This design comes from an exercise in tuning for small area on the open sky130 flow, not from production work. Only simulation tests tie the RTL to the original design; equivalence was not proved.

===== flow/design.v =====
module clz24(x, n);
  input [23:0] x;
  output reg [4:0] n;
  integer i;
  always @(*) begin
    n = 5'd0;
    for (i = 0; i < 24; i = i + 1)
      if (x[i]) n = 5'd23 - i;
  end
endmodule
module add7n(a, b, s);
  input [6:0] a, b;
  output [6:0] s;
  assign s = ~(a + b + 7'd1);
endmodule
module qsel4(y, d, q);
  input [6:0] y;
  input [2:0] d;
  output [2:0] q;
  wire signed [6:0] ys = y;
  reg ge2, gem1;
  always @(*) begin
    case (d)
      3'd0: begin ge2 = ys >= 7'sd12; gem1 = ys >= -7'sd13; end
      3'd1: begin ge2 = ys >= 7'sd14; gem1 = ys >= -7'sd15; end
      3'd2: begin ge2 = ys >= 7'sd15; gem1 = ys >= -7'sd16; end
      3'd3: begin ge2 = ys >= 7'sd16; gem1 = ys >= -7'sd17; end
      3'd4, 3'd5: begin ge2 = ys >= 7'sd19; gem1 = ys >= -7'sd20; end
      default: begin ge2 = ys >= 7'sd22; gem1 = ys >= -7'sd23; end
    endcase
  end
  wire ge1 = d[2] ? (ys >= 7'sd6) : (ys >= 7'sd4);
  wire ge0 = d[2] ? (ys >= -7'sd7) : (ys >= -7'sd5);
  assign q[2] = ge1;
  assign q[1] = ge2 | ~gem1;
  assign q[0] = (ge1 & ~ge2) | (gem1 & ~ge0);
endmodule
module qself(na, nb, d, q);
  input [6:0] na, nb;
  input [2:0] d;
  output [2:0] q;
  reg [6:0] c2, cm1;
  always @(*) begin
    case (d)
      3'd0: begin c2 = -7'sd12; cm1 = 7'sd13; end
      3'd1: begin c2 = -7'sd14; cm1 = 7'sd15; end
      3'd2: begin c2 = -7'sd15; cm1 = 7'sd16; end
      3'd3: begin c2 = -7'sd16; cm1 = 7'sd17; end
      3'd4, 3'd5: begin c2 = -7'sd19; cm1 = 7'sd20; end
      default: begin c2 = -7'sd22; cm1 = 7'sd23; end
    endcase
  end
  wire [6:0] c1 = d[2] ? -7'sd6 : -7'sd4;
  wire [6:0] c0 = d[2] ? 7'sd7 : 7'sd5;
  wire ge2, ge1, ge0, gem1;
  sgn3 u2 (.a(~na), .b(~nb), .c(c2), .ge(ge2));
  sgn3 u1 (.a(~na), .b(~nb), .c(c1), .ge(ge1));
  sgn3 u0 (.a(~na), .b(~nb), .c(c0), .ge(ge0));
  sgn3 um (.a(~na), .b(~nb), .c(cm1), .ge(gem1));
  assign q[2] = ge1;
  assign q[1] = ge2 | ~gem1;
  assign q[0] = (ge1 & ~ge2) | (gem1 & ~ge0);
endmodule
module sgn3(a, b, c, ge);
  input [6:0] a, b, c;
  output ge;
  wire [6:0] s = a ^ b ^ c;
  wire [6:0] k = (a & b) | (a & c) | (b & c);
  wire [6:0] t = {k[5:0], 1'b0};
  wire [5:0] g = s[5:0] & t[5:0], p = s[5:0] | t[5:0];
  wire c6 = g[5] | (p[5] & g[4]) | (p[5] & p[4] & g[3]) | (p[5] & p[4] & p[3] & g[2]) | (p[5] & p[4] & p[3] & p[2] & g[1]);
  assign ge = ~(s[6] ^ t[6] ^ c6);
endmodule
module div(clk, div_a, div_b, div_z);
  input clk;
  input [31:0] div_a;
  input [31:0] div_b;
  output [31:0] div_z;
  wire [0:0] sign_1 = div_a[31] ^ div_b[31];
  wire a_e0 = div_a[30:23] == 8'd0, a_e1 = div_a[30:23] == 8'hff, a_f0 = div_a[22:0] == 23'd0;
  wire b_e0 = div_b[30:23] == 8'd0, b_e1 = div_b[30:23] == 8'hff, b_f0 = div_b[22:0] == 23'd0;
  wire a_nan = a_e1 & ~a_f0, a_inf = a_e1 & a_f0, a_zero = a_e0 & a_f0;
  wire b_nan = b_e1 & ~b_f0, b_inf = b_e1 & b_f0, b_zero = b_e0 & b_f0;
  wire nan_o = a_nan | b_nan | (a_inf & b_inf) | (a_zero & b_zero);
  wire inf_o = ~nan_o & ~b_inf & (a_inf | b_zero);
  wire zero_o = ~nan_o & ~inf_o & (b_inf | a_zero);
  wire [1:0] code = {inf_o | zero_o, nan_o | zero_o};
  wire [4:0] clz_a, clz_b;
  clz24 u_clz_a (.x({~a_e0, div_a[22:0]}), .n(clz_a));
  clz24 u_clz_b (.x({~b_e0, div_b[22:0]}), .n(clz_b));
  wire [23:0] xa = {~a_e0, div_a[22:0]} << clz_a;
  wire [23:0] xb = {~b_e0, div_b[22:0]} << clz_b;
  wire [22:0] x_2 = xa[22:0];
  wire [22:0] d_3 = ~xb[22:0];
  wire [9:0] ediff = ({2'b00, div_a[30:24], div_a[23] | a_e0} - {5'd0, clz_a}) - ({2'b00, div_b[30:24], div_b[23] | b_e0} - {5'd0, clz_b});
  wire [9:0] e_4 = (code == 2'b00) ? ediff : {8'b01111100, code};
  wire [6:0] y_5 = {4'b0001, x_2[22:20]};
  wire [2:0] qsel_6;   
  qsel4 u_qsel_6 (.y(y_5), .d(~d_3[22:20]), .q(qsel_6));
  reg [0:0] s1_sign;
  always @(posedge clk) s1_sign <= sign_1;
  reg [22:0] s1_x;
  always @(posedge clk) s1_x <= x_2;
  reg [22:0] s1_d;
  always @(posedge clk) s1_d <= d_3;
  reg [9:0] s1_e;
  always @(posedge clk) s1_e <= e_4;
  reg [2:0] s1_qs;
  always @(posedge clk) s1_qs <= qsel_6;
  wire pos_7 = s1_qs[2];
  wire [26:0] dn_8 = {4'b0001, ~s1_d};
  wire [26:0] mag_9 = ({27{s1_qs[1]}} & {dn_8[25:0], 1'b0}) | ({27{s1_qs[0]}} & dn_8);
  wire [26:0] A_10 = mag_9 ^ {27{pos_7}};
  wire [26:0] ps_11 = {4'b0001, s1_x};
  wire [26:0] ws_12 = ~(ps_11 ^ A_10);
  wire [26:0] wc_13 = ~{ps_11[25:0] & A_10[25:0], pos_7};
  wire [0:0] qd_14 = s1_qs[1];
  wire [2:0] qsel_15;   
  qself u_qsel_15 (.na(ws_12[24:18]), .nb(wc_13[24:18]), .d(~s1_d[22:20]), .q(qsel_15));
  wire pos_16 = qsel_15[2];
  wire [26:0] dn_17 = {4'b0001, ~s1_d};
  wire [26:0] mag_18 = ({27{qsel_15[1]}} & {dn_17[25:0], 1'b0}) | ({27{qsel_15[0]}} & dn_17);
  wire [26:0] A_19 = mag_18 ^ {27{pos_16}};
  wire [26:0] ps_20 = ~{ws_12[24:0], 2'b11};
  wire [26:0] pc_21 = ~{wc_13[24:0], 2'b11};
  wire [26:0] ws_22 = ~(ps_20 ^ pc_21 ^ A_19);
  wire [26:0] mj_23 = (ps_20 & pc_21) | (ps_20 & A_19) | (pc_21 & A_19);
  wire [26:0] wc_24 = ~{mj_23[25:0], pos_16};
  wire [3:0] qd_25 = {qd_14, {~qsel_15[2], qsel_15[1], qsel_15[0]}};
  wire [2:0] qsel_26;   
  qself u_qsel_26 (.na(ws_22[24:18]), .nb(wc_24[24:18]), .d(~s1_d[22:20]), .q(qsel_26));
  reg [0:0] s2_sign;
  always @(posedge clk) s2_sign <= s1_sign;
  reg [22:0] s2_d;
  always @(posedge clk) s2_d <= s1_d;
  reg [9:0] s2_e;
  always @(posedge clk) s2_e <= s1_e;
  reg [26:0] s2_ws;
  always @(posedge clk) s2_ws <= ws_22;
  reg [26:0] s2_wc;
  always @(posedge clk) s2_wc <= wc_24;
  reg [3:0] s2_qd;
  always @(posedge clk) s2_qd <= qd_25;
  reg [2:0] s2_qs;
  always @(posedge clk) s2_qs <= qsel_26;
  wire pos_27 = s2_qs[2];
  wire [26:0] dn_28 = {4'b0001, ~s2_d};
  wire [26:0] mag_29 = ({27{s2_qs[1]}} & {dn_28[25:0], 1'b0}) | ({27{s2_qs[0]}} & dn_28);
  wire [26:0] A_30 = mag_29 ^ {27{pos_27}};
  wire [26:0] ps_31 = ~{s2_ws[24:0], 2'b11};
  wire [26:0] pc_32 = ~{s2_wc[24:0], 2'b11};
  wire [26:0] ws_33 = ~(ps_31 ^ pc_32 ^ A_30);
  wire [26:0] mj_34 = (ps_31 & pc_32) | (ps_31 & A_30) | (pc_32 & A_30);
  wire [26:0] wc_35 = ~{mj_34[25:0], pos_27};
  wire [6:0] qd_36 = {s2_qd, {~s2_qs[2], s2_qs[1], s2_qs[0]}};
  wire [2:0] qsel_37;   
  qself u_qsel_37 (.na(ws_33[24:18]), .nb(wc_35[24:18]), .d(~s2_d[22:20]), .q(qsel_37));
  wire pos_38 = qsel_37[2];
  wire [26:0] dn_39 = {4'b0001, ~s2_d};
  wire [26:0] mag_40 = ({27{qsel_37[1]}} & {dn_39[25:0], 1'b0}) | ({27{qsel_37[0]}} & dn_39);
  wire [26:0] A_41 = mag_40 ^ {27{pos_38}};
  wire [26:0] ps_42 = ~{ws_33[24:0], 2'b11};
  wire [26:0] pc_43 = ~{wc_35[24:0], 2'b11};
  wire [26:0] ws_44 = ~(ps_42 ^ pc_43 ^ A_41);
  wire [26:0] mj_45 = (ps_42 & pc_43) | (ps_42 & A_41) | (pc_43 & A_41);
  wire [26:0] wc_46 = ~{mj_45[25:0], pos_38};
  wire [9:0] qd_47 = {qd_36, {~qsel_37[2], qsel_37[1], qsel_37[0]}};
  wire [2:0] qsel_48;   
  qself u_qsel_48 (.na(ws_44[24:18]), .nb(wc_46[24:18]), .d(~s2_d[22:20]), .q(qsel_48));
  reg [0:0] s3_sign;
  always @(posedge clk) s3_sign <= s2_sign;
  reg [22:0] s3_d;
  always @(posedge clk) s3_d <= s2_d;
  reg [9:0] s3_e;
  always @(posedge clk) s3_e <= s2_e;
  reg [26:0] s3_ws;
  always @(posedge clk) s3_ws <= ws_44;
  reg [26:0] s3_wc;
  always @(posedge clk) s3_wc <= wc_46;
  reg [9:0] s3_qd;
  always @(posedge clk) s3_qd <= qd_47;
  reg [2:0] s3_qs;
  always @(posedge clk) s3_qs <= qsel_48;
  wire pos_49 = s3_qs[2];
  wire [26:0] dn_50 = {4'b0001, ~s3_d};
  wire [26:0] mag_51 = ({27{s3_qs[1]}} & {dn_50[25:0], 1'b0}) | ({27{s3_qs[0]}} & dn_50);
  wire [26:0] A_52 = mag_51 ^ {27{pos_49}};
  wire [26:0] ps_53 = ~{s3_ws[24:0], 2'b11};
  wire [26:0] pc_54 = ~{s3_wc[24:0], 2'b11};
  wire [26:0] ws_55 = ~(ps_53 ^ pc_54 ^ A_52);
  wire [26:0] mj_56 = (ps_53 & pc_54) | (ps_53 & A_52) | (pc_54 & A_52);
  wire [26:0] wc_57 = ~{mj_56[25:0], pos_49};
  wire [12:0] qd_58 = {s3_qd, {~s3_qs[2], s3_qs[1], s3_qs[0]}};
  wire [2:0] qsel_59;   
  qself u_qsel_59 (.na(ws_55[24:18]), .nb(wc_57[24:18]), .d(~s3_d[22:20]), .q(qsel_59));
  wire pos_60 = qsel_59[2];
  wire [26:0] dn_61 = {4'b0001, ~s3_d};
  wire [26:0] mag_62 = ({27{qsel_59[1]}} & {dn_61[25:0], 1'b0}) | ({27{qsel_59[0]}} & dn_61);
  wire [26:0] A_63 = mag_62 ^ {27{pos_60}};
  wire [26:0] ps_64 = ~{ws_55[24:0], 2'b11};
  wire [26:0] pc_65 = ~{wc_57[24:0], 2'b11};
  wire [26:0] ws_66 = ~(ps_64 ^ pc_65 ^ A_63);
  wire [26:0] mj_67 = (ps_64 & pc_65) | (ps_64 & A_63) | (pc_65 & A_63);
  wire [26:0] wc_68 = ~{mj_67[25:0], pos_60};
  wire [15:0] qd_69 = {qd_58, {~qsel_59[2], qsel_59[1], qsel_59[0]}};
  wire [2:0] qsel_70;   
  qself u_qsel_70 (.na(ws_66[24:18]), .nb(wc_68[24:18]), .d(~s3_d[22:20]), .q(qsel_70));
  reg [0:0] s4_sign;
  always @(posedge clk) s4_sign <= s3_sign;
  reg [22:0] s4_d;
  always @(posedge clk) s4_d <= s3_d;
  reg [9:0] s4_e;
  always @(posedge clk) s4_e <= s3_e;
  reg [26:0] s4_ws;
  always @(posedge clk) s4_ws <= ws_66;
  reg [26:0] s4_wc;
  always @(posedge clk) s4_wc <= wc_68;
  reg [15:0] s4_qd;
  always @(posedge clk) s4_qd <= qd_69;
  reg [2:0] s4_qs;
  always @(posedge clk) s4_qs <= qsel_70;
  wire pos_71 = s4_qs[2];
  wire [26:0] dn_72 = {4'b0001, ~s4_d};
  wire [26:0] mag_73 = ({27{s4_qs[1]}} & {dn_72[25:0], 1'b0}) | ({27{s4_qs[0]}} & dn_72);
  wire [26:0] A_74 = mag_73 ^ {27{pos_71}};
  wire [26:0] ps_75 = ~{s4_ws[24:0], 2'b11};
  wire [26:0] pc_76 = ~{s4_wc[24:0], 2'b11};
  wire [26:0] ws_77 = ~(ps_75 ^ pc_76 ^ A_74);
  wire [26:0] mj_78 = (ps_75 & pc_76) | (ps_75 & A_74) | (pc_76 & A_74);
  wire [26:0] wc_79 = ~{mj_78[25:0], pos_71};
  wire [18:0] qd_80 = {s4_qd, {~s4_qs[2], s4_qs[1], s4_qs[0]}};
  wire [2:0] qsel_81;   
  qself u_qsel_81 (.na(ws_77[24:18]), .nb(wc_79[24:18]), .d(~s4_d[22:20]), .q(qsel_81));
  wire pos_82 = qsel_81[2];
  wire [26:0] dn_83 = {4'b0001, ~s4_d};
  wire [26:0] mag_84 = ({27{qsel_81[1]}} & {dn_83[25:0], 1'b0}) | ({27{qsel_81[0]}} & dn_83);
  wire [26:0] A_85 = mag_84 ^ {27{pos_82}};
  wire [26:0] ps_86 = ~{ws_77[24:0], 2'b11};
  wire [26:0] pc_87 = ~{wc_79[24:0], 2'b11};
  wire [26:0] ws_88 = ~(ps_86 ^ pc_87 ^ A_85);
  wire [26:0] mj_89 = (ps_86 & pc_87) | (ps_86 & A_85) | (pc_87 & A_85);
  wire [26:0] wc_90 = ~{mj_89[25:0], pos_82};
  wire [21:0] qd_91 = {qd_80, {~qsel_81[2], qsel_81[1], qsel_81[0]}};
  wire [2:0] qsel_92;   
  qself u_qsel_92 (.na(ws_88[24:18]), .nb(wc_90[24:18]), .d(~s4_d[22:20]), .q(qsel_92));
  reg [0:0] s5_sign;
  always @(posedge clk) s5_sign <= s4_sign;
  reg [22:0] s5_d;
  always @(posedge clk) s5_d <= s4_d;
  reg [9:0] s5_e;
  always @(posedge clk) s5_e <= s4_e;
  reg [26:0] s5_ws;
  always @(posedge clk) s5_ws <= ws_88;
  reg [26:0] s5_wc;
  always @(posedge clk) s5_wc <= wc_90;
  reg [21:0] s5_qd;
  always @(posedge clk) s5_qd <= qd_91;
  reg [2:0] s5_qs;
  always @(posedge clk) s5_qs <= qsel_92;
  wire pos_93 = s5_qs[2];
  wire [26:0] dn_94 = {4'b0001, ~s5_d};
  wire [26:0] mag_95 = ({27{s5_qs[1]}} & {dn_94[25:0], 1'b0}) | ({27{s5_qs[0]}} & dn_94);
  wire [26:0] A_96 = mag_95 ^ {27{pos_93}};
  wire [26:0] ps_97 = ~{s5_ws[24:0], 2'b11};
  wire [26:0] pc_98 = ~{s5_wc[24:0], 2'b11};
  wire [26:0] ws_99 = ~(ps_97 ^ pc_98 ^ A_96);
  wire [26:0] mj_100 = (ps_97 & pc_98) | (ps_97 & A_96) | (pc_98 & A_96);
  wire [26:0] wc_101 = ~{mj_100[25:0], pos_93};
  wire [24:0] qd_102 = {s5_qd, {~s5_qs[2], s5_qs[1], s5_qs[0]}};
  wire [2:0] qsel_103;   
  qself u_qsel_103 (.na(ws_99[24:18]), .nb(wc_101[24:18]), .d(~s5_d[22:20]), .q(qsel_103));
  wire pos_104 = qsel_103[2];
  wire [26:0] dn_105 = {4'b0001, ~s5_d};
  wire [26:0] mag_106 = ({27{qsel_103[1]}} & {dn_105[25:0], 1'b0}) | ({27{qsel_103[0]}} & dn_105);
  wire [26:0] A_107 = mag_106 ^ {27{pos_104}};
  wire [26:0] ps_108 = ~{ws_99[24:0], 2'b11};
  wire [26:0] pc_109 = ~{wc_101[24:0], 2'b11};
  wire [26:0] ws_110 = ~(ps_108 ^ pc_109 ^ A_107);
  wire [26:0] mj_111 = (ps_108 & pc_109) | (ps_108 & A_107) | (pc_109 & A_107);
  wire [26:0] wc_112 = ~{mj_111[25:0], pos_104};
  wire [27:0] qd_113 = {qd_102, {~qsel_103[2], qsel_103[1], qsel_103[0]}};
  wire [2:0] qsel_114;   
  qself u_qsel_114 (.na(ws_110[24:18]), .nb(wc_112[24:18]), .d(~s5_d[22:20]), .q(qsel_114));
  reg [0:0] s6_sign;
  always @(posedge clk) s6_sign <= s5_sign;
  reg [22:0] s6_d;
  always @(posedge clk) s6_d <= s5_d;
  reg [9:0] s6_e;
  always @(posedge clk) s6_e <= s5_e;
  reg [26:0] s6_ws;
  always @(posedge clk) s6_ws <= ws_110;
  reg [26:0] s6_wc;
  always @(posedge clk) s6_wc <= wc_112;
  reg [27:0] s6_qd;
  always @(posedge clk) s6_qd <= qd_113;
  reg [2:0] s6_qs;
  always @(posedge clk) s6_qs <= qsel_114;
  wire pos_115 = s6_qs[2];
  wire [26:0] dn_116 = {4'b0001, ~s6_d};
  wire [26:0] mag_117 = ({27{s6_qs[1]}} & {dn_116[25:0], 1'b0}) | ({27{s6_qs[0]}} & dn_116);
  wire [26:0] A_118 = mag_117 ^ {27{pos_115}};
  wire [26:0] ps_119 = ~{s6_ws[24:0], 2'b11};
  wire [26:0] pc_120 = ~{s6_wc[24:0], 2'b11};
  wire [26:0] ws_121 = ~(ps_119 ^ pc_120 ^ A_118);
  wire [26:0] mj_122 = (ps_119 & pc_120) | (ps_119 & A_118) | (pc_120 & A_118);
  wire [26:0] wc_123 = ~{mj_122[25:0], pos_115};
  wire [30:0] qd_124 = {s6_qd, {~s6_qs[2], s6_qs[1], s6_qs[0]}};
  wire [2:0] qsel_125;   
  qself u_qsel_125 (.na(ws_121[24:18]), .nb(wc_123[24:18]), .d(~s6_d[22:20]), .q(qsel_125));
  wire pos_126 = qsel_125[2];
  wire [26:0] dn_127 = {4'b0001, ~s6_d};
  wire [26:0] mag_128 = ({27{qsel_125[1]}} & {dn_127[25:0], 1'b0}) | ({27{qsel_125[0]}} & dn_127);
  wire [26:0] A_129 = mag_128 ^ {27{pos_126}};
  wire [26:0] ps_130 = ~{ws_121[24:0], 2'b11};
  wire [26:0] pc_131 = ~{wc_123[24:0], 2'b11};
  wire [26:0] ws_132 = ~(ps_130 ^ pc_131 ^ A_129);
  wire [26:0] mj_133 = (ps_130 & pc_131) | (ps_130 & A_129) | (pc_131 & A_129);
  wire [26:0] wc_134 = ~{mj_133[25:0], pos_126};
  wire [33:0] qd_135 = {qd_124, {~qsel_125[2], qsel_125[1], qsel_125[0]}};
  wire [2:0] qsel_136;   
  qself u_qsel_136 (.na(ws_132[24:18]), .nb(wc_134[24:18]), .d(~s6_d[22:20]), .q(qsel_136));
  reg [0:0] s7_sign;
  always @(posedge clk) s7_sign <= s6_sign;
  reg [22:0] s7_d;
  always @(posedge clk) s7_d <= s6_d;
  reg [9:0] s7_e;
  always @(posedge clk) s7_e <= s6_e;
  reg [26:0] s7_ws;
  always @(posedge clk) s7_ws <= ws_132;
  reg [26:0] s7_wc;
  always @(posedge clk) s7_wc <= wc_134;
  reg [33:0] s7_qd;
  always @(posedge clk) s7_qd <= qd_135;
  reg [2:0] s7_qs;
  always @(posedge clk) s7_qs <= qsel_136;
  wire pos_137 = s7_qs[2];
  wire [26:0] dn_138 = {4'b0001, ~s7_d};
  wire [26:0] mag_139 = ({27{s7_qs[1]}} & {dn_138[25:0], 1'b0}) | ({27{s7_qs[0]}} & dn_138);
  wire [26:0] A_140 = mag_139 ^ {27{pos_137}};
  wire [26:0] ps_141 = ~{s7_ws[24:0], 2'b11};
  wire [26:0] pc_142 = ~{s7_wc[24:0], 2'b11};
  wire [26:0] ws_143 = ~(ps_141 ^ pc_142 ^ A_140);
  wire [26:0] mj_144 = (ps_141 & pc_142) | (ps_141 & A_140) | (pc_142 & A_140);
  wire [26:0] wc_145 = ~{mj_144[25:0], pos_137};
  wire [36:0] qd_146 = {s7_qd, {~s7_qs[2], s7_qs[1], s7_qs[0]}};
  wire [2:0] qsel_147;   
  qself u_qsel_147 (.na(ws_143[24:18]), .nb(wc_145[24:18]), .d(~s7_d[22:20]), .q(qsel_147));
  wire pos_148 = qsel_147[2];
  wire [26:0] dn_149 = {4'b0001, ~s7_d};
  wire [26:0] mag_150 = ({27{qsel_147[1]}} & {dn_149[25:0], 1'b0}) | ({27{qsel_147[0]}} & dn_149);
  wire [26:0] A_151 = mag_150 ^ {27{pos_148}};
  wire [26:0] ps_152 = ~{ws_143[24:0], 2'b11};
  wire [26:0] pc_153 = ~{wc_145[24:0], 2'b11};
  wire [26:0] ws_154 = ~(ps_152 ^ pc_153 ^ A_151);
  wire [26:0] mj_155 = (ps_152 & pc_153) | (ps_152 & A_151) | (pc_153 & A_151);
  wire [26:0] wc_156 = ~{mj_155[25:0], pos_148};
  wire [39:0] qd_157 = {qd_146, {~qsel_147[2], qsel_147[1], qsel_147[0]}};
  wire [26:0] ra_158 = ~ws_154;
  wire [26:0] rb_159 = ~wc_156;
  wire [26:0] rem_160 = ra_158 + rb_159;
  wire [0:0] nz_161 = (ra_158 ^ rb_159) != {ra_158[25:0] | rb_159[25:0], 1'b0};
  wire [27:0] qp_162 = {qd_157[39], ~qd_157[39], qd_157[37:36] & {2{~qd_157[38]}}, qd_157[34:33] & {2{~qd_157[35]}}, qd_157[31:30] & {2{~qd_157[32]}}, qd_157[28:27] & {2{~qd_157[29]}}, qd_157[25:24] & {2{~qd_157[26]}}, qd_157[22:21] & {2{~qd_157[23]}}, qd_157[19:18] & {2{~qd_157[20]}}, qd_157[16:15] & {2{~qd_157[17]}}, qd_157[13:12] & {2{~qd_157[14]}}, qd_157[10:9] & {2{~qd_157[11]}}, qd_157[7:6] & {2{~qd_157[8]}}, qd_157[4:3] & {2{~qd_157[5]}}, qd_157[1:0] & {2{~qd_157[2]}}};
  wire [27:0] qn_163 = {2'b00, qd_157[37:36] & {2{qd_157[38]}}, qd_157[34:33] & {2{qd_157[35]}}, qd_157[31:30] & {2{qd_157[32]}}, qd_157[28:27] & {2{qd_157[29]}}, qd_157[25:24] & {2{qd_157[26]}}, qd_157[22:21] & {2{qd_157[23]}}, qd_157[19:18] & {2{qd_157[20]}}, qd_157[16:15] & {2{qd_157[17]}}, qd_157[13:12] & {2{qd_157[14]}}, qd_157[10:9] & {2{qd_157[11]}}, qd_157[7:6] & {2{qd_157[8]}}, qd_157[4:3] & {2{qd_157[5]}}, qd_157[1:0] & {2{qd_157[2]}}};
  wire [26:0] q_164 = qp_162[26:0] - qn_163[26:0];
  wire [0:0] qneg_165 = rem_160[26];
  reg [0:0] s8_sign;
  always @(posedge clk) s8_sign <= s7_sign;
  reg [9:0] s8_e;
  always @(posedge clk) s8_e <= s7_e;
  reg [0:0] s8_nz;
  always @(posedge clk) s8_nz <= nz_161;
  reg [26:0] s8_q;
  always @(posedge clk) s8_q <= q_164;
  reg [0:0] s8_qneg;
  always @(posedge clk) s8_qneg <= qneg_165;
  wire [26:0] qc_166 = s8_q - {26'd0, s8_qneg};
  wire under = $signed(s8_e) < -10'sd126;
  wire [9:0] sh = -10'sd126 - s8_e;
  wire [4:0] sha = (sh[9:5] != 5'd0) ? 5'd31 : sh[4:0];
  wire norm = ~under & ~qc_166[26] & (s8_e != -10'sd126);
  wire [26:0] q2 = under ? (qc_166 >> sha) : norm ? {qc_166[25:0], 1'b0} : qc_166;
  wire [9:0] e1 = under ? -10'sd126 : norm ? s8_e - 10'd1 : s8_e;
  wire up = q2[2] & (q2[1] | q2[0] | s8_nz | q2[3]);
  wire [24:0] mr = {1'b0, q2[26:3]} + {24'd0, up};
  wire [9:0] field = mr[24] ? e1 + 10'd128 : mr[23] ? e1 + 10'd127 : 10'd0;
  wire ovf = ~field[9] & (field[8] | (&field[7:0]));
  wire [1:0] code_167 = (s8_e[9:4] == 6'b011111) ? s8_e[1:0] : 2'b00;
  wire [31:0] z_168 = (code_167 == 2'b01) ? {s8_sign, 31'h7fc00000} : ((code_167 == 2'b10) | ((code_167 == 2'b00) & ovf)) ? {s8_sign, 31'h7f800000} : (code_167 == 2'b11) ? {s8_sign, 31'd0} : {s8_sign, field[7:0], mr[22:0]};
  reg [31:0] s9_z;
  always @(posedge clk) s9_z <= z_168;
  reg [31:0] zd1;
  always @(posedge clk) zd1 <= s9_z;
  reg [31:0] zd2;
  always @(posedge clk) zd2 <= zd1;
  reg [31:0] zd3;
  always @(posedge clk) zd3 <= zd2;
  reg [31:0] zd4;
  always @(posedge clk) zd4 <= zd3;
  reg [31:0] zd5;
  always @(posedge clk) zd5 <= zd4;
  reg [31:0] zd6;
  always @(posedge clk) zd6 <= zd5;
  reg [31:0] zd7;
  always @(posedge clk) zd7 <= zd6;
  reg [31:0] zd8;
  always @(posedge clk) zd8 <= zd7;
  reg [31:0] zd9;
  always @(posedge clk) zd9 <= zd8;
  reg [31:0] zd10;
  always @(posedge clk) zd10 <= zd9;
  reg [31:0] zd11;
  always @(posedge clk) zd11 <= zd10;
  reg [31:0] zd12;
  always @(posedge clk) zd12 <= zd11;
  reg [31:0] zd13;
  always @(posedge clk) zd13 <= zd12;
  reg [31:0] zd14;
  always @(posedge clk) zd14 <= zd13;
  reg [31:0] zd15;
  always @(posedge clk) zd15 <= zd14;
  reg [31:0] zd16;
  always @(posedge clk) zd16 <= zd15;
  reg [31:0] zd17;
  always @(posedge clk) zd17 <= zd16;
  reg [31:0] zd18;
  always @(posedge clk) zd18 <= zd17;
  reg [31:0] zd19;
  always @(posedge clk) zd19 <= zd18;
  reg [31:0] zd20;
  always @(posedge clk) zd20 <= zd19;
  reg [31:0] zd21;
  always @(posedge clk) zd21 <= zd20;
  reg [31:0] zd22;
  always @(posedge clk) zd22 <= zd21;
  reg [31:0] zd23;
  always @(posedge clk) zd23 <= zd22;
  reg [31:0] zd24;
  always @(posedge clk) zd24 <= zd23;
  reg [31:0] zd25;
  always @(posedge clk) zd25 <= zd24;
  reg [31:0] zd26;
  always @(posedge clk) zd26 <= zd25;
  reg [31:0] zd27;
  always @(posedge clk) zd27 <= zd26;
  assign div_z = zd27;
endmodule

===== flow/run.sh =====
#!/bin/bash
# synth_recipe.tcl (not shown) runs the flow's synth.tcl, then flattens the netlist and writes it again
# the make line also repeats each setting of config.mk as NAME=value (left out here)
make -C /OpenROAD-flow-scripts/flow DESIGN_CONFIG=/design/flow/config.mk WORK_HOME=/design/flow/orfs CLKGATE_MAP_FILE= SYNTH_SCRIPT=/design/flow/synth_recipe.tcl finish

===== flow/config.mk =====
export PLATFORM = sky130hd
export DESIGN_NAME = div
export DESIGN_NICKNAME = div
export VERILOG_FILES = /design/flow/design.v
export SDC_FILE = /design/flow/constraint.sdc
export NUM_CORES = 4
export LEC_CHECK = 0
export ABC_AREA = 1
export CAP_MARGIN = 20
export CORE_MARGIN = 2
export CORE_UTILIZATION = 55
export CTS_BUF_LIST = sky130_fd_sc_hd__clkbuf_8
export CTS_CLUSTER_DIAMETER = 80
export CTS_CLUSTER_SIZE = 18
export PLACE_DENSITY = 0.7
export SLEW_MARGIN = 20

===== flow/constraint.sdc =====
create_clock -name core_clock -period 6.5 [get_ports {clk}]
set_input_delay 1.3000 -clock core_clock [delete_from_list [all_inputs] [get_ports {clk}]]
set_output_delay 1.3000 -clock core_clock [all_outputs]
set_load 0.01 [all_outputs]

==> notes.md, run 1 <==
CTS:
- The clock-pin slew of the registers on the worst-case setup and hold paths is 0.12 ns.
- The clock reaches the later pin of the worst-skew pair after 0.84 ns.
- TritonCTS built the clock tree.
- TritonCTS created 106 clock buffers.
- The root buffer cell is sky130_fd_sc_hd__clkbuf_8.
- The count of hold buffers inserted by post-cts repair is 0.
- The number of buffers on the longest clock path is 3.
- The clock tree synthesis step divided the H-tree into 3 levels.
- The TritonCTS sink count is 1,589.

Die:
- The placement row count is 124.
- Pin placement for this block handled 97 I/O pins.
- The area inside the core boundary is 114,000 um^2.
- The die height is 344 um.
- The die covers 118,000 um^2.
- The initial utilization of the core area, before any placement, comes to a little under three fifths.
- Measured along the x axis, the die boundary spans 344 um.

Routing:
- The number of DRC violations after detailed-routing iteration 0 is 2,647.
- Using the TritonRoute via totals, the vias-per-cell ratio works out to ~5.2.
- For this run, design rule violations remaining after detail routing come to 0.
- The routed layout has 41.3k vias.
- The number of iterations in the first detailed-routing pass is 5.
- The total wire length after detailed routing is between 100,000 and 150,000 um.
- The average wire per standard cell is 16.3 um.
- Once detail routing completed, the nets flagged for antenna violations numbered 0.

Logic synthesis:
- The synthesized design contains about 1.6k register bits.
- The most used flip-flop cell after synthesis is sky130_fd_sc_hd__dfxtp_1.
- The average size of a mapped cell is 10.1 um^2.
- The share of async-settable or async-resettable flops after synthesis is 0%.
- The count of flip-flops with a built-in enable after synthesis is 0.
- The number of warnings reported in the yosys synthesis log is 4.
- The number of nets in the synthesized netlist is 6,961.
- Synthesis instantiated 70 different standard cells from the library.
- The combined area of all synthesized cells is 63,500 um^2.
- The gate count after technology mapping is approximately 6.3k.
- The sequential-to-total area share from yosys stat is 50.1%.

Finish:
- The number of flip-flops under the largest register name is 34.
- In the layout the commonest cells are sky130_fd_sc_hd__dfxtp_1 (1,583), sky130_fd_sc_hd__inv_1 (838), sky130_fd_sc_hd__nand2_1 (778).
- The fill cell instance count of the final layout is 9,567.
- The register with the most flip-flops is s7_qd.
- The leading cell type in the layout, fill and taps excluded is sky130_fd_sc_hd__dfxtp_1.
- Across the whole layout, storage elements account for roughly 32,000 um^2.
- The layout-stage area growth over the synthesis result is 7.81%.
- At the end of the flow, the number of nets in the layout was 7,120.
- Cells with a size suffix above 1 make up 6.18% of the layout.
- Summing all multi-input logic gate instances after layout gives approximately 28,000 um^2.
- The area of all placed cells without fillers is 68,400 um^2.
- The post-route non-filler standard cell count is ~8.0k.

Global routing:
- Entering global routing, the biggest net connects 35 pins.
- The total grt overflow is 0.
- The most crowded layer after global routing is met2.
- The wire length of the first global-routing pass is 210,000 um.
- Global routing used 2.92% of the available met3 tracks.
- The met2 usage is between 30% and 40%.
- The number of antenna violations at the first check in global routing came to 1.
- In the global route stage, overall resource usage came out at 22.0%.
- For this run, global-route usage on met1 was measured as 28.7%.
- The number of global-route vias before repair is approximately 40k.

Placement:
- At the end of routability-driven placement, the weighted congestion stood at between 0.9 and 1.
- Buffers placed on the I/O ports in this run total 96.
- The sum of net half-perimeters after detailed placement is ~100,000 um.
- The count of placed standard cells including taps is 7,834.
- The post-place instance area is 66,500 um^2.

Worst setup path:
- STA classifies the critical path startpoint as a flip-flop.
- The worst setup path is of the flip-flop to flip-flop kind.
- The maximum fanout encountered on the critical timing path is 19.
- For this design, the slowest cell found on the critical path is sky130_fd_sc_hd__fa_1.
- At the worst endpoint, the arrival time is 6.93 ns.
- The required time reported for the critical path endpoint is 7.26 ns.
- The delay of the slowest cell on the worst path is 0.59 ns.
- The worst setup path is captured at a flip-flop.

STA:
- The time the final worst path needs with I/O delays and setup is 6.17 ns.
- For the pin with the worst max-slew slack, the measured transition is 0.986 ns.
- Dividing the final minimum period by the clock period gives between 90% and 100%.
- The max-slew violation total from the final report is 0.
- The fmax is 162 MHz.
- The final worst clock skew is 0.0877 ns.
- Setup repair after global routing left no endpoint under its margin.
- Headroom to the max-slew limit came out at between 30% and 40%.
- Setup violations remaining at the end of the flow were counted as 0.
- The worst hold slack is 0.276 ns.
- The final number of hold-violating endpoints is 0.

Min path:
- The worst min-delay path class is flip-flop to flip-flop.

Flow run:
- The number of violations of the max-capacitance limit is 0.

Status:
- The flow ran to the end and the layout has no timing, DRC or antenna violations.
critical path: cells and delay by family (launching register included):
family                     cells  cell delay, ns
AOI/OAI and AO/OA             10            1.35
muxes                          1            0.27
adders and majority gates      3            1.65
and+or+nand+nor                7            1.15
buffers and inverters          6            1.01
DFF                            1            0.33
xor gates and xnor gates       2            0.30
cells by family after synthesis:
family                     Yosys count  share of synthesized area (%)
other                                1                        0.00591
xor gates and xnor gates           498                           6.96
muxes                                5                         0.0848
and+or+nand+nor                   1621                           11.1
adders and majority gates          621                           16.7
buffers and inverters             1031                           6.28
AOI/OAI and AO/OA                  909                           8.76
DFF                               1589                           50.1
final cells by class:
cell class                      count  share of cell area (%)
Antenna cell                        1                 0.00366
Clock buffer                      107                    2.15
Clock inverter                     23                   0.505
Inverter                          874                    4.81
Multi-Input combinational cell   3655                    40.5
Sequential cell                  1589                    46.5
Tap cell                         1512                    2.77
Timing Repair Buffer              208                    2.73
timing repair:
action                     4_1_cts  5_1_grt
setup endpoints to repair        0       13
gates resized for setup          0       51
setup buffers                    0        4
cell usage after synthesis, drive strengths merged, types with 5 or more instances:
| cell | n | share of area [%] |
|---|---|---|
| ha | 244 | 4.8 |
| o31ai | 5 | 0.059 |
| o311ai | 14 | 0.19 |
| o21a | 5 | 0.059 |
| nor2 | 371 | 2.4 |
| nand3 | 329 | 2.7 |
| or2 | 19 | 0.19 |
| a22oi | 9 | 0.11 |
| o21bai | 6 | 0.071 |
| and2 | 6 | 0.059 |
| nand2 | 794 | 4.8 |
| nor4 | 16 | 0.17 |
| xnor2 | 73 | 1.0 |
| fa | 377 | 12 |
| clkbuf | 109 | 0.64 |
| o2111ai | 10 | 0.14 |
| dfxtp | 1589 | 50 |
| inv | 869 | 5.1 |
| a32o | 5 | 0.079 |
| buf | 48 | 0.47 |
| nor3 | 43 | 0.35 |
| nand4 | 35 | 0.38 |
| a211oi | 7 | 0.083 |
| o221ai | 10 | 0.14 |
| clkinv | 5 | 0.030 |
| o211ai | 36 | 0.43 |
| xor2 | 425 | 5.9 |
| a221oi | 23 | 0.32 |
| o22ai | 356 | 3.5 |
| a21oi | 133 | 1.1 |
| o21ai | 232 | 1.9 |
| nand3b | 5 | 0.059 |
| a31oi | 35 | 0.35 |
metrics by stage:
step / setup slack (ns) / utilization, % / TNS [ns]
6_report: 0.327 / 59.8 / 0
5_1_grt: 0.0121 / 59.8 / 0
4_1_cts: 0.205 / 59.7 / 0
3_5_place_dp: 0.236 / 58.1 / 0
3_3_place_gp: 0.308 / 58.1 / 0
2_1_floorplan: -0.00283 / - / -0.00283
path summary, 6_finish.rpt:
| path | from | endpoint | slack [ns] | cells past startpoint |
|---|---|---|---|---|
| hold / removal | zd12[25]$_DFF_P_ | zd13[25]$_DFF_P_ | 0.28 | 0 |
| setup reg to reg | s4_qs[0]$_DFF_P_ | s5_qs[0]$_DFF_P_ | 0.33 | 29 |
| setup / recovery | s4_qs[0]$_DFF_P_ | s5_qs[0]$_DFF_P_ | 0.33 | 29 |
| hold reg to reg | zd12[25]$_DFF_P_ | zd13[25]$_DFF_P_ | 0.28 | 0 |
metal layers:
layer  part of all wire [%]  up-vias
met5                      0        -
met4                    2.5        0
met3                    4.9      202
met2                     48     1022
met1                     44    19680
li1                       -    20443
==> run 2: changes to the inputs <==
--- a/flow/config.mk
+++ b/flow/config.mk
@@ -9,8 +9,7 @@
 export CAP_MARGIN = 20
 export CORE_MARGIN = 2
-export CORE_UTILIZATION = 55
+export CORE_UTILIZATION = 40
 export CTS_BUF_LIST = sky130_fd_sc_hd__clkbuf_8
 export CTS_CLUSTER_DIAMETER = 80
 export CTS_CLUSTER_SIZE = 18
-export PLACE_DENSITY = 0.7
 export SLEW_MARGIN = 20
==> run 2 against run 1 <==
Still clean on timing, DRC and antenna. Design area up 1.1%. Critical path depth is 1 lower. Non-clock buffer count did not move. Worst setup slack better by 0.038 ns. Cell count up 7.1%. Largest cell class unchanged.
==> notes.md, run 2 <==
Worst setup path:
- In this run the critical register-to-register path is captured at s5_qs[0]$_DFF_P_.
- The type of origin of the critical path is a flip-flop.
- Grouping stages by cell kind, the critical path spends the most delay in adder cells.
- The worst setup path is captured at a flip-flop.
- The number of cell instances on the worst register-to-register path is 28.
- Together, buffers and inverters on the worst path number 6.
- The worst-case register-to-register setup slack is 0.36 ns.
- The required time reported for the critical path endpoint is 7.26 ns.
- For this run, the slowest stage of the critical path takes 0.54 ns.
- At the worst endpoint, the arrival time is 6.90 ns.
- The launch instance of the worst register-to-register path is s4_qs[1]$_DFF_P_.
- The critical path start-end classification is flip-flop to flip-flop.
- The largest individual stage delay along the critical path comes from the cell sky130_fd_sc_hd__fa_2.
- The maximum fanout encountered on the critical timing path is 20.
- The cell repeated most along the worst path is sky130_fd_sc_hd__o22ai_1.

Placement:
- Detailed placement finished with a half-perimeter wire length of 106,000 um.
- At the placement stage, the worst setup path has a slack of between 0.1 and 0.15 ns.
- Input and output buffers added on the ports amount to 96.
- The congestion estimate from routability-driven global placement came to 0.879.
- Once placement finished, the instance area stood at about 67,000 um^2.
- The number of placed instances, taps included, is 8,396.

Routing:
- The via count normalized by instance count is 4.79.
- The total vias in the final route is 40.8k.
- The count of antenna-violating nets left after detailed routing is 0.
- The routed design has between 100,000 and 150,000 um of wire.
- In the final routed layout, each cell accounts on average for approximately 16 um.
- The first detailed-routing pass ran for 5 iterations.
- The number of remaining DRC errors is 0.
- The detailed router finished its first iteration with 2,293 violations.

Logic synthesis:
- Counting flops with a built-in enable in the synthesized netlist gives 0.
- In this run, distinct cell masters in the synthesized netlist total 70.
- The mapped netlist covers 63,500 um^2.
- The sequential-to-total area share from yosys stat is 50.1%.
- The largest total area in the synthesized netlist belongs to sky130_fd_sc_hd__dfxtp_1.
- The synthesized design devotes to its leading area cell type 50.1% of total area.
- The average size of a mapped cell is a little over 10 um^2.
- For this run, the number of Yosys warnings is 4.
- Counting every net in the synthesized netlist gives 6,961.
- After synthesis, the most frequently instantiated cells are sky130_fd_sc_hd__dfxtp_1 (1,589), sky130_fd_sc_hd__inv_1 (851), sky130_fd_sc_hd__nand2_1 (778), sky130_fd_sc_hd__xor2_1 (420), sky130_fd_sc_hd__fa_1 (377).
- The gate count after technology mapping is 6,275.
- In this run, synthesis produced a sequential element count of 1,589.
- The share of async-settable or async-resettable flops after synthesis is 0%.
- The dominant register cell in the synthesized netlist is sky130_fd_sc_hd__dfxtp_1.
- The cell with the most instances after synthesis is sky130_fd_sc_hd__dfxtp_1.
- Ranked by total cell area, the synthesized netlist is headed by sky130_fd_sc_hd__dfxtp_1 (50%), sky130_fd_sc_hd__fa_1 (12%), sky130_fd_sc_hd__xor2_1 (5.8%).

CTS:
- The clock-pin slew of the registers on the worst-case setup and hold paths is ~0.11 ns.
- The clock latency at the later pin of the worst-skew pair is between 0.8 and 0.9 ns.
- Counting along the longest clock path gives a buffer depth of 3.
- The clock tree synthesis step divided the H-tree into 3 levels.
- The root buffer cell is sky130_fd_sc_hd__clkbuf_8.
- The total clock buffers created by CTS is 105.
- The TritonCTS sink count is 1,589.
- TritonCTS built the clock tree.

Finish:
- In the layout the commonest cells are sky130_fd_sc_hd__dfxtp_1 (1,584), sky130_fd_sc_hd__inv_1 (843), sky130_fd_sc_hd__nand2_1 (778).
- The register with the most flip-flops in the layout has 34 of them.
- The leading cell type in the layout, fill and taps excluded is sky130_fd_sc_hd__dfxtp_1.
- The fraction of the core area covered by cells at the end of the flow is 43.8%.
- The number of nets at the end of the flow is 7,119.
- The post-route non-filler standard cell count is 8,534.
- The register with the most flip-flops is s7_qd.
- The post-route netlist has ~6.1% of its cells at a drive strength greater than 1.
- The area of all placed cells without fillers is between 60,000 and 70,000 um^2.
- The layout-stage area growth over the synthesis result is 8.97%.

Global routing:
- The global routing usage on met3 is 2.01%.
- The met2 usage is between 20% and 30%.
- The aggregate global-route resource usage is 16.5%.
- The number of antenna violations at the first check in global routing is 3.
- The wire length of the first global-routing pass is 218,000 um.
- For this run, global-route usage on met1 was measured as 21.8%.
- For this run the aggregate overflow at the end of global routing stands at 0.
- The most crowded layer after global routing is met2.
- Entering global routing, the biggest net connects 35 pins.
- The number of global-route vias before repair came to 40.8k.

Die:
- From left edge to right edge, the die measures 402 um.
- In this run the vertical extent of the chip is ~400 um.
- The die covers 162,000 um^2.
- In this run the core area contains 146 standard-cell rows.
- The top-level port count is 97.
- The core region is 158,000 um^2.
- The starting utilization of the core area is 40.2%.

Min path:
- The worst hold path begins at zd12[20]$_DFF_P_.
- The worst-case hold path end point is zd13[20]$_DFF_P_.
- Counting instances, the worst hold path has a depth of 0.
- In this run the worst hold path is classified as flip-flop to flip-flop.

STA:
- The max-slew violation total from the final report came to 0.
- The final worst clock skew is 0.0680 ns.
- The clock period could shrink to 6.14 ns.
- At the pin with the least slew margin, the transition time is 0.976 ns.
- After layout, the worst path uses 94.4% of the clock period.
- The final number of hold-violating endpoints is 0.
- In the post-route analysis, the smallest setup slack over all paths is 0.365 ns.
- Headroom to the max-slew limit came out at 34.4%.
- Derived from the worst setup path, the maximum achievable clock frequency is 163 MHz.
- Setup total negative slack on the finished layout was measured at 0 ns.
- The final number of setup-violating endpoints is 0.

Flow run:
- Across the run, the number of max-cap violations was 0.

Status:
- The flow ran to the end and the layout has no timing, DRC or antenna violations.
[run 2: cell counts after synthesis]
No cell type changed its count.
[run 2: through the flow]
| step | hold WS, ns |
|---|---|
| final | 0.280 |
| after floorplan | 0.310 |
| after CTS | 0.263 |
| after global routing | 0.274 |
| after detailed placement | 0.312 |
| after global placement | 0.310 |
[run 2: worst max-delay path by stage]
stage | endpoint | from | slack [ns] | depth (start not counted)
finish | s5_qs[0]$_DFF_P_ | s4_qs[1]$_DFF_P_ | 0.36 | 28
global route | s7_qs[0]$_DFF_P_ | s6_qs[1]$_DFF_P_ | -0.005 | 27
CTS | s7_qs[0]$_DFF_P_ | s6_d[21]$_DFF_P_ | 0.08 | 25
detailed placement | s7_qs[0]$_DFF_P_ | s6_d[21]$_DFF_P_ | 0.11 | 25
global placement | s5_qs[0]$_DFF_P_ | s4_qs[1]$_DFF_P_ | 0.21 | 29
floorplan | s5_qs[0]$_DFF_P_ | s4_qs[0]$_DFF_P_ | -0.003 | 28
[run 2: area by class of cell]
class	instances	area, um^2
repair buffers	208	1860
clock buffers	109	1500
inverters	874	3280
multi-input cells	3655	27700
well taps	2072	2590
fillers	15079	88900
clock inverters	22	332
flip-flops and latches	1589	31800
diodes	5	12.5
[run 2: timing repair]
item | in CTS | in global routing
setup buffers | 0 | 2
hold buffers | 0 | 0
gates resized for setup | 0 | 49
setup endpoints to repair | 0 | 11
[run 2: worst register-to-register path, delay by kind of cell (launching register included)]
family / cells / cell delay (ns)
xor gates and xnor gates: 3 / 0.69
DFF: 1 / 0.37
buffers and inverters: 6 / 0.60
AOI/OAI and AO/OA: 10 / 1.44
adders and majority gates: 4 / 2.00
and+or+nand+nor: 5 / 0.93
[run 2: per-layer routing]
layer,up-vias,share of wire [%]
met1,19361,46
met4,0,2.6
met5,-,0
li1,20410,-
met2,874,48
met3,202,3.9
[run 2: cells by family (layout without fill, tap and decap cells)]
family | after synthesis | in the layout | share of synthesized area [%]
other cells | 1 | 6 | 0.00591
mux | 5 | 5 | 0.0848
fa+ha+maj | 621 | 621 | 16.7
simple gates | 1621 | 1621 | 11.1
flops | 1589 | 1589 | 50.1
compound gates | 909 | 909 | 8.76
buf+inv | 1031 | 1213 | 6.28
xor+xnor | 498 | 498 | 6.96
==> run 3: changes to the inputs <==
==> flow/flow/run.sh (new file) <==
#!/bin/bash
set -e
export BUFFER_PORTS_ARGS="-buffer_cell sky130_fd_sc_hd__buf_1"
ls -la > ls_before.log 2>&1
bash standard.sh > standard.log 2>&1
==> flow/standard.sh (new file) <==
#!/bin/bash
# synth_recipe.tcl (not shown) runs the flow's synth.tcl, then flattens the netlist and writes it again
# the make line also repeats each setting of config.mk as NAME=value (left out here)
make -C /OpenROAD-flow-scripts/flow DESIGN_CONFIG=/design/flow/config.mk WORK_HOME=/design/flow/orfs CLKGATE_MAP_FILE= SYNTH_SCRIPT=/design/flow/synth_recipe.tcl "${@:-finish}"
removed: flow/run.sh
==> run 3 against run 2 <==
Still clean. Non-clock buffer count grew 11. Worst setup slack better by 0.040 ns. Fmax grew 0.65%. Synthesized cell count unchanged. Critical path depth is the same. Register-to-register slack better by 0.04 ns. Sequential share of layout area increased by 0.30 points. Clock skew grew 0.00050 ns. First-iteration DRC count rose by 3.2%. Critical path type unchanged. Critical endpoint unchanged.
==> notes.md, run 3 <==
STA:
- Clock skew on the completed layout was measured at 0.0685 ns.
- The final-layout setup total negative slack is 0 ns.
- For this run, the top clock speed supported by timing is 164 MHz.
- The final number of hold-violating endpoints is 0.
- The max-slew violation total from the final report is 0.
- The slew at the pin closest to its max-slew limit is around 0.91 ns.
- The final critical-path setup slack is 0.404 ns.
- The max-slew headroom at the worst pin is 38.6%.
- The time the final worst path needs with I/O delays and setup is 6.10 ns.
- The fraction of the cycle the final worst path needs is 93.8%.
- The final number of setup-violating endpoints is 0.

Logic synthesis:
- In the post-synthesis netlist, the cell with the most instances is sky130_fd_sc_hd__dfxtp_1.
- After synthesis, the most frequently instantiated cells are sky130_fd_sc_hd__dfxtp_1 (1,589), sky130_fd_sc_hd__inv_1 (851), sky130_fd_sc_hd__nand2_1 (778), sky130_fd_sc_hd__xor2_1 (420), sky130_fd_sc_hd__fa_1 (377).
- The dominant register cell in the synthesized netlist is sky130_fd_sc_hd__dfxtp_1.
- The number of nets handed over by synthesis was roughly 7.0k.
- The average size of a mapped cell is 10.1 um^2.
- In the post-synthesis netlist, the biggest area contributors are sky130_fd_sc_hd__dfxtp_1 (50%), sky130_fd_sc_hd__fa_1 (12%), sky130_fd_sc_hd__xor2_1 (5.8%).
- The combined area of all synthesized cells is roughly 63,000 um^2.
- Yosys printed 4 warnings.
- The sequential-to-total area share from yosys stat is 50.1%.
- Counting flops with an async set or reset pin after synthesis yields a share of 0%.
- The proportion of netlist area held by the largest area contributor is 50.1%.
- The count of unique library cells instantiated by Yosys is 70.
- Synthesis produced 6,275 cells.
- Counting flops and latches in the post-synthesis netlist gives 1,589.
- The synthesized design spends more area on one cell type than any other, namely sky130_fd_sc_hd__dfxtp_1.
- In this run, synthesis inferred 0 flip-flops with an integrated enable.

Worst setup path:
- The data arrival time at the worst-slack endpoint is 6.88 ns.
- The worst-case register-to-register setup slack is 0.40 ns.
- The number of cells on the worst reg-to-reg path is 28.
- Data on the critical path is required at its endpoint by 7.28 ns.
- The endpoint identified for the worst register-to-register timing path is s5_qs[0]$_DFF_P_.
- The maximum fanout encountered on the critical timing path is 19.
- The worst-path cell with the longest stage delay is sky130_fd_sc_hd__fa_2.
- The delay of the slowest cell on the worst path is 0.52 ns.
- The setup path with the least slack is of type flip-flop to flip-flop.
- The type of origin of the critical path is a flip-flop.
- STA classifies the critical path endpoint as a flip-flop.
- The worst register-to-register path begins at s4_qs[1]$_DFF_P_.

Finish:
- The register with the most flip-flops in the layout has 34 of them.
- The layout-stage area growth over the synthesis result is 8.28%.
- The register with the most flip-flops is s7_qd.
- The fraction of layout instances using a drive strength above 1 is around 6.5%.
- The top cell types in the final layout, fill and taps aside, are sky130_fd_sc_hd__dfxtp_1 (1,581), sky130_fd_sc_hd__inv_1 (844), sky130_fd_sc_hd__nand2_1 (778).
- The fraction of the core area covered by cells at the end of the flow is 43.5%.
- Once layout is complete, the cells apart from fillers number 8,550.
- The number of nets at the end of the flow is 7,132.
- Leaving out fill and tap cells, the most frequent cell in the layout is sky130_fd_sc_hd__dfxtp_1.

Global routing:
- The number of antenna violations at the first check in global routing is 3.
- After global routing the overflow that remains totals 0.
- met2 is the most crowded layer.
- The first global-routing pass estimated between 200,000 and 250,000 um of wire.
- For this run, global-route usage on met3 was measured as around 1.9%.
- For this run, global-route usage on met2 was measured as 28.3%.
- The aggregate global-route resource usage is 16.2%.
- Entering global routing, the biggest net connects 35 pins.
- For met1 alone, demand over resource in global routing was between 20% and 30%.
- The number of global-route vias before repair is around 40k.

Die:
- The area inside the core boundary is 158,000 um^2.
- The top-level port count is 97.
- The initial utilization of the core area, before any placement, comes to 40.2%.
- After floorplanning, the core was divided into 146 placement rows.
- The die footprint is 162,000 um^2.
- The die height is 402 um.
- Measured along the x axis, the die boundary spans 402 um.

Min path:
- The worst hold path was traced through 0 stages.
- The worst min-delay path class is flip-flop to flip-flop.
- For hold timing, the worst endpoint is zd18[27]$_DFF_P_.
- The startpoint of the tightest hold check path is zd17[27]$_DFF_P_.

CTS:
- The TritonCTS sink count is 1,589.
- The number of buffers on the longest clock path is 3.
- The H-tree generated during clock tree synthesis spans 3 levels.
- Clock-pin slew was measured on the worst setup and hold paths at 0.11 ns.
- CTS placed an instance of sky130_fd_sc_hd__clkbuf_8 at the clock tree root.
- Buffers inserted during clock tree synthesis total around 110.
- TritonCTS built the clock tree.
- The clock latency at the later pin of the worst-skew pair is 0.88 ns.

Flow run:
- The number of violations of the max-capacitance limit is 0.

Routing:
- The detail route stage leaves a number of antenna-violating nets equal to 0.
- The via count normalized by instance count is 4.77.
- After the first detailed-routing iteration, the DRC count stood at roughly 2.4k.
- After detailed routing, the number of remaining DRC violations is 0.
- The routed layout has slightly above 40k vias.
- Before antenna repair, the detailed router went through 6 iterations.
- The total wire length after detailed routing is between 100,000 and 150,000 um.
- In the final routed layout, each cell accounts on average for about 16 um.

Placement:
- At the end of routability-driven placement, the weighted congestion stood at 0.890.
- The count of placed standard cells including taps is 8,405.
- Timing analysis after detailed placement gives a worst setup slack of 0.177 ns.
- Summed over all nets, the half-perimeter wirelength after detailed placement is 106,000 um.
- The total of buffers placed on input and output ports is 96.

Status:
- The run finished with no timing, DRC or antenna violations.
==> run 3: cell types whose count changed in the layout (fill, tap and decap cells not counted), sizes merged <==
| cell | before | now |
|---|---|---|
| buf | 112 | 219 |
| clkbuf | 109 | 111 |
| clkdlybuf4s50 | 96 | 0 |
| clkinv | 11 | 16 |
| diode | 5 | 3 |
==> run 3: cell type report <==
type,instances,area (um^2)
Fill cell,15091,89300
Sequential cell,1589,31800
Multi-Input combinational cell,3655,27800
Inverter,874,3280
Tap cell,2072,2590
Clock buffer,111,1530
Timing Repair Buffer,219,1350
Clock inverter,27,373
Antenna cell,3,7.51
==> run 3: cell families (layout without fill, tap and decap cells) <==
kind of cell,count (synthesis),count (layout),synth area share [%]
flops,1589,1589,50.1
mux,5,5,0.0848
other cells,1,4,0.00591
buf+inv,1031,1231,6.28
xor+xnor,498,498,6.96
fa+ha+maj,621,621,16.7
simple gates,1621,1621,11.1
compound gates,909,909,8.76
==> run 3: per-layer routing <==
metal | part of all wire (%) | vias to the layer above | wire (um)
li1 | - | 20463 | -
met1 | 46 | 19332 | 60900
met2 | 48 | 828 | 63700
met3 | 3.8 | 174 | 5020
met4 | 2.3 | 0 | 3090
met5 | 0 | - | 0
==> run 3: how the worst max path moves through the flow <==
stage                                 from                to  slack, ns  cells after the start
after floorplan           s4_qs[0]$_DFF_P_  s5_qs[0]$_DFF_P_     -0.003                     28
after global placement    s4_qs[1]$_DFF_P_  s5_qs[0]$_DFF_P_       0.15                     28
after detailed placement  s6_d[21]$_DFF_P_  s7_qs[0]$_DFF_P_       0.18                     25
after CTS                 s6_d[21]$_DFF_P_  s7_qs[0]$_DFF_P_       0.12                     25
after global routing      s4_qs[1]$_DFF_P_  s5_qs[0]$_DFF_P_    -0.0009                     29
final                     s4_qs[1]$_DFF_P_  s5_qs[0]$_DFF_P_       0.40                     28
==> run 3: per-stage QoR <==
stage | instance area [um^2] | hold WS [ns]
after floorplan | 63500 | 0.310
after global placement | 66600 | 0.310
after detailed placement | 66600 | 0.312
after CTS | 68500 | 0.271
after global routing | 68700 | 0.279
final | 68700 | 0.280
==> run 3: timing repair <==
action	in CTS	in global routing
gates resized for setup	0	53
hold buffers	0	0
buffers inserted	0	4
hold endpoints to repair	0	0
endpoints found under the setup margin	0	10
==> run 3: worst max-delay path: cells and delay by family, from the launching register on <==
kind | cells | cell delay (ns)
buffers and inverters | 6 | 0.67
xor gates and xnor gates | 3 | 0.62
AOI/OAI and AO/OA | 10 | 1.54
DFF | 1 | 0.37
adders and majority gates | 4 | 1.92
and+or+nand+nor | 5 | 0.94
==> run 4: changes to the inputs <==
==> flow/run.sh (new file) <==
#!/bin/bash
# synth_recipe.tcl (not shown) runs the flow's synth.tcl, then flattens the netlist and writes it again
# the make line also repeats each setting of config.mk as NAME=value (left out here)
make -C /OpenROAD-flow-scripts/flow DESIGN_CONFIG=/design/flow/config.mk WORK_HOME=/design/flow/orfs CLKGATE_MAP_FILE= SYNTH_SCRIPT=/design/flow/synth_recipe.tcl finish
--- a/flow/config.mk
+++ b/flow/config.mk
@@ -11,5 +11,5 @@
 export CORE_UTILIZATION = 40
 export CTS_BUF_LIST = sky130_fd_sc_hd__clkbuf_8
-export CTS_CLUSTER_DIAMETER = 80
-export CTS_CLUSTER_SIZE = 18
+export CTS_CLUSTER_DIAMETER = 60
+export CTS_CLUSTER_SIZE = 22
 export SLEW_MARGIN = 20
removed: flow/flow/run.sh
removed: flow/standard.sh
==> run 4 against run 3 <==
Area after synthesis unchanged. Register-to-register slack lost 0.04 ns. Core utilization grew 0.63 points. Still clean. Wire length rose by 0.75%. Design area rose by 1.5%. Hold slack improved by 0.045 ns. Cell count rose by 0.32%. Fmax decreased by 0.60%. Critical path depth increased by 1. Synthesized cell count unchanged.
==> notes.md, run 4 <==
STA:
- Setup violations remaining at the end of the flow were counted as 0.
- The fraction of the cycle the final worst path needs is 94.3%.
- Clock skew on the completed layout was measured at 0.0524 ns.
- The worst hold slack is ~0.33 ns.
- The max-slew violation total from the final report was 0.
- At the pin with the least slew margin, the transition time is 0.953 ns.
- The final number of hold-violating endpoints is 0.
- Setup repair after global routing left no endpoint under its margin.
- The final-layout setup total negative slack is 0 ns.
- The time the final worst path needs with I/O delays and setup is roughly 6 ns.
- Timing would allow up to 163 MHz.
- The max-slew headroom at the worst pin is a little over a third.

Finish:
- The number of flip-flops under the largest register name is 34.
- The area taken by flip-flops and latches is between 30,000 and 40,000 um^2.
- The library cells used most frequently in the layout, excluding fill and tap cells, are sky130_fd_sc_hd__dfxtp_1 (1,583), sky130_fd_sc_hd__inv_1 (850), sky130_fd_sc_hd__nand2_1 (778).
- Cells fill 44.1% of the core in the end.
- The library cell used most frequently in the layout, excluding fill and tap cells, is sky130_fd_sc_hd__dfxtp_1.
- The layout has approximately 15k filler cells.
- The post-route non-filler standard cell count is 8,577.
- The fraction of layout instances using a drive strength above 1 is 6.69%.
- The register with the most flip-flops is s7_qd.
- The layout-stage area growth over the synthesis result is 9.85%.
- The multi-input combinational cells in the finished layout cover a total of 27,700 um^2.
- The number of nets at the end of the flow is just over 7k.

Logic synthesis:
- The combined area of all synthesized cells is 63,500 um^2.
- During synthesis, Yosys emitted a total of 4 warnings.
- The share of async-settable or async-resettable flops after synthesis is 0%.
- The biggest area consumer among synthesized cells is sky130_fd_sc_hd__dfxtp_1.
- The gate count after technology mapping is around 6.3k.
- After synthesis the netlist holds a flip-flop and latch count of about 1.6k.
- The top cell type by area accounts for 50.1% of the synthesized area.
- Synthesis instantiated 70 different standard cells from the library.
- Among all flip-flop cells after synthesis, the most frequent one is sky130_fd_sc_hd__dfxtp_1.
- The count of flip-flops with a built-in enable after synthesis is 0.
- By count the netlist is led by sky130_fd_sc_hd__dfxtp_1 (1,589), sky130_fd_sc_hd__inv_1 (851), sky130_fd_sc_hd__nand2_1 (778), sky130_fd_sc_hd__xor2_1 (420), sky130_fd_sc_hd__fa_1 (377).
- The post-synth net total is slightly below 7k.
- The sequential-to-total area share from yosys stat is 50.1%.
- The average size of a mapped cell is 10.1 um^2.
- sky130_fd_sc_hd__dfxtp_1 is the most common cell in the netlist.
- By area the synthesized netlist is led by sky130_fd_sc_hd__dfxtp_1 (50%), sky130_fd_sc_hd__fa_1 (12%), sky130_fd_sc_hd__xor2_1 (5.8%).

Worst setup path:
- The maximum fanout encountered on the critical timing path is 6.
- The critical path is of the flip-flop to flip-flop type.
- The worst setup path startpoint is s5_qs[0]$_DFF_P_.
- The startpoint identified for the worst register-to-register timing path is s5_qs[0]$_DFF_P_.
- The worst-case register-to-register setup slack is 0.37 ns.
- In this design, the stage delay of the slowest critical-path cell is roughly 0.64 ns.
- The count of cell instances traversed by the critical path is 29.
- The count of buffering cells on the critical path with inverters included is 5.
- The number of cell instances on the worst register-to-register path is 29.
- The worst-path cell with the longest stage delay is sky130_fd_sc_hd__fa_1.
- The cell class contributing the biggest share of worst-path delay is adder cells.
- At the worst endpoint, the arrival time is between 6 and 7 ns.
- The worst setup path endpoint is s6_qs[0]$_DFF_P_.
- In this run the critical register-to-register path is captured at s6_qs[0]$_DFF_P_.
- STA classifies the critical path endpoint as a flip-flop.
- The worst setup path is launched from a flip-flop.
- The required time reported for the critical path endpoint is 7.25 ns.

Routing:
- The total vias in the final route is about 41k.
- The detail route stage leaves a number of antenna-violating nets equal to 0.
- After detailed routing, the number of remaining DRC violations is 0.
- The via count normalized by instance count is 4.77.
- The number of iterations in the first detailed-routing pass is 6.
- The total wire length after detailed routing is about 130,000 um.
- For this block, the initial DRC count from the detailed router was approximately 2.3k.
- The average wire per standard cell is 15.6 um.
- After detailed routing, the met3 layer carries 5130 um of wire.
- The total met2 wirelength after detailed routing is 63,700 um.
- In the final routing, the length of wire on met1 measures 61,500 um.
- The uppermost layer routed is met4.

CTS:
- Counting the buffers created by CTS gives 112.
- The TritonCTS clock tree is built.
- Clock tree synthesis found a total of 1,589 sinks.
- The maximum level of the CTS H-tree is 3.
- After clock tree synthesis, the clock-pin slew on the worst setup and hold paths is 0.11 ns.
- The later pin in the worst-skew pair is clocked with a latency of 0.86 ns.
- The root buffer cell is sky130_fd_sc_hd__clkbuf_8.
- The clock passes through at most 3 buffers.

Placement:
- Detailed placement ended at an HPWL of 106,000 um.
- Port buffering added 96 buffers.
- The congestion estimate from routability-driven global placement came to 0.879.
- The number of placed instances, taps included, is 8,396.

Global routing:
- For this run, the total global-route usage over all layers was measured as 16.5%.
- The first global-routing pass estimated approximately 220,000 um of wire.
- The total overflow left after global routing is 0.
- Entering global routing, the biggest net connects 35 pins.
- The number of antenna violations at the first check in global routing was 1.
- The number of global-route vias before repair is 40.9k.

Status:
- The flow ran to the end and the layout has no timing, DRC or antenna violations.

Die:
- The total area inside the core boundary comes to between 150,000 and 200,000 um^2.
- The die is 402 um tall.
- The top-level port count is 97.
- The floorplan has 146 rows.
- The die footprint is 162,000 um^2.
- The starting utilization of the core area is about two fifths.
- The width of the die is 402 um.

Min path:
- The min-delay analysis places its worst path in the category flip-flop to flip-flop.

Flow run:
- The number of violations of the max-capacitance limit is 0.
-- run 4: per-stage QoR --
stage	worst slack (ns)	instance area, um^2
after floorplan	-0.00283	63500
after global placement	0.205	67200
after detailed placement	0.109	67200
after CTS	0.0898	69600
after global routing	0.000981	69700
final	0.368	69700
-- run 4: logic make-up after synthesis --
group	count (synthesis)	synth area share (%)
flip-flops	1589	50.1
adder cells (fa/ha/maj)	621	16.7
buffers and inverters	1031	6.28
AO/OA/AOI/OAI	909	8.76
other	1	0.00591
XOR/XNOR	498	6.96
multiplexers	5	0.0848
AND/OR/NAND/NOR	1621	11.1
-- run 4: layout make-up --
cell class              count  share of cell area, %
repair buffers            208                   2.67
flip-flops and latches   1589                   45.6
diodes                      1                0.00359
inverters                 874                   4.71
clock buffers             116                   2.29
well taps                2072                   3.72
multi-input cells        3655                   39.8
clock inverters            62                   1.17
-- run 4: routing by layer --
metal,vias up,GRT usage (%)
met5,-,0
met4,0,5.03
met3,194,1.92
met2,839,28.4
met1,19402,21.7
li1,20475,-
-- run 4: repair_timing --
| item | in CTS | in global routing |
|---|---|---|
| setup endpoints to repair | 0 | 10 |
| gates resized for setup | 0 | 42 |
| setup buffers | 0 | 2 |
| hold buffers | 0 | 0 |
-- run 4: how the worst min path moves through the flow --
stage	cells past startpoint	from	end	slack, ns
after floorplan	0	s1_e[0]$_DFF_P_	s2_e[0]$_DFF_P_	0.31
after global placement	0	zd26[8]$_DFF_P_	zd27[8]$_DFF_P_	0.31
after detailed placement	0	s1_e[5]$_SDFF_PP1_	s2_e[5]$_DFF_P_	0.31
after CTS	0	zd9[7]$_DFF_P_	zd10[7]$_DFF_P_	0.32
after global routing	0	zd1[20]$_DFF_P_	zd2[20]$_DFF_P_	0.32
final	0	s3_e[5]$_DFF_P_	s4_e[5]$_DFF_P_	0.33

port drivers added, routing unchanged:
No port has a modelled driver above. Below, the same layouts with a new extraction and two added sets of constraints. Step 1, drivers: a clkbuf_16 drives clk and a buf_2 each remaining input, both assumed. Step 2 times the ports against the registers' clock, not the clock port: input delays grow and output delays shrink by t, the midpoint of the rising clock arrivals with the driver on. Three values: no drivers, after step 1, after step 2; two values: the first two.
run	t, ns	slack for setup (ns)	latest minus earliest clock arrival (ns)	cell pins on the clock port's net
run 1	0.868	0.327 / 0.327 / 0.327	0.096 / 0.096	1
run 2	0.918	0.365 / 0.365 / 0.365	0.086 / 0.085	1
run 3	0.908	0.404 / 0.404 / 0.404	0.091 / 0.091	1
run 4	0.910	0.368 / 0.368 / 0.368	0.058 / 0.058	1
After both steps setup and hold are still met in every run listed.
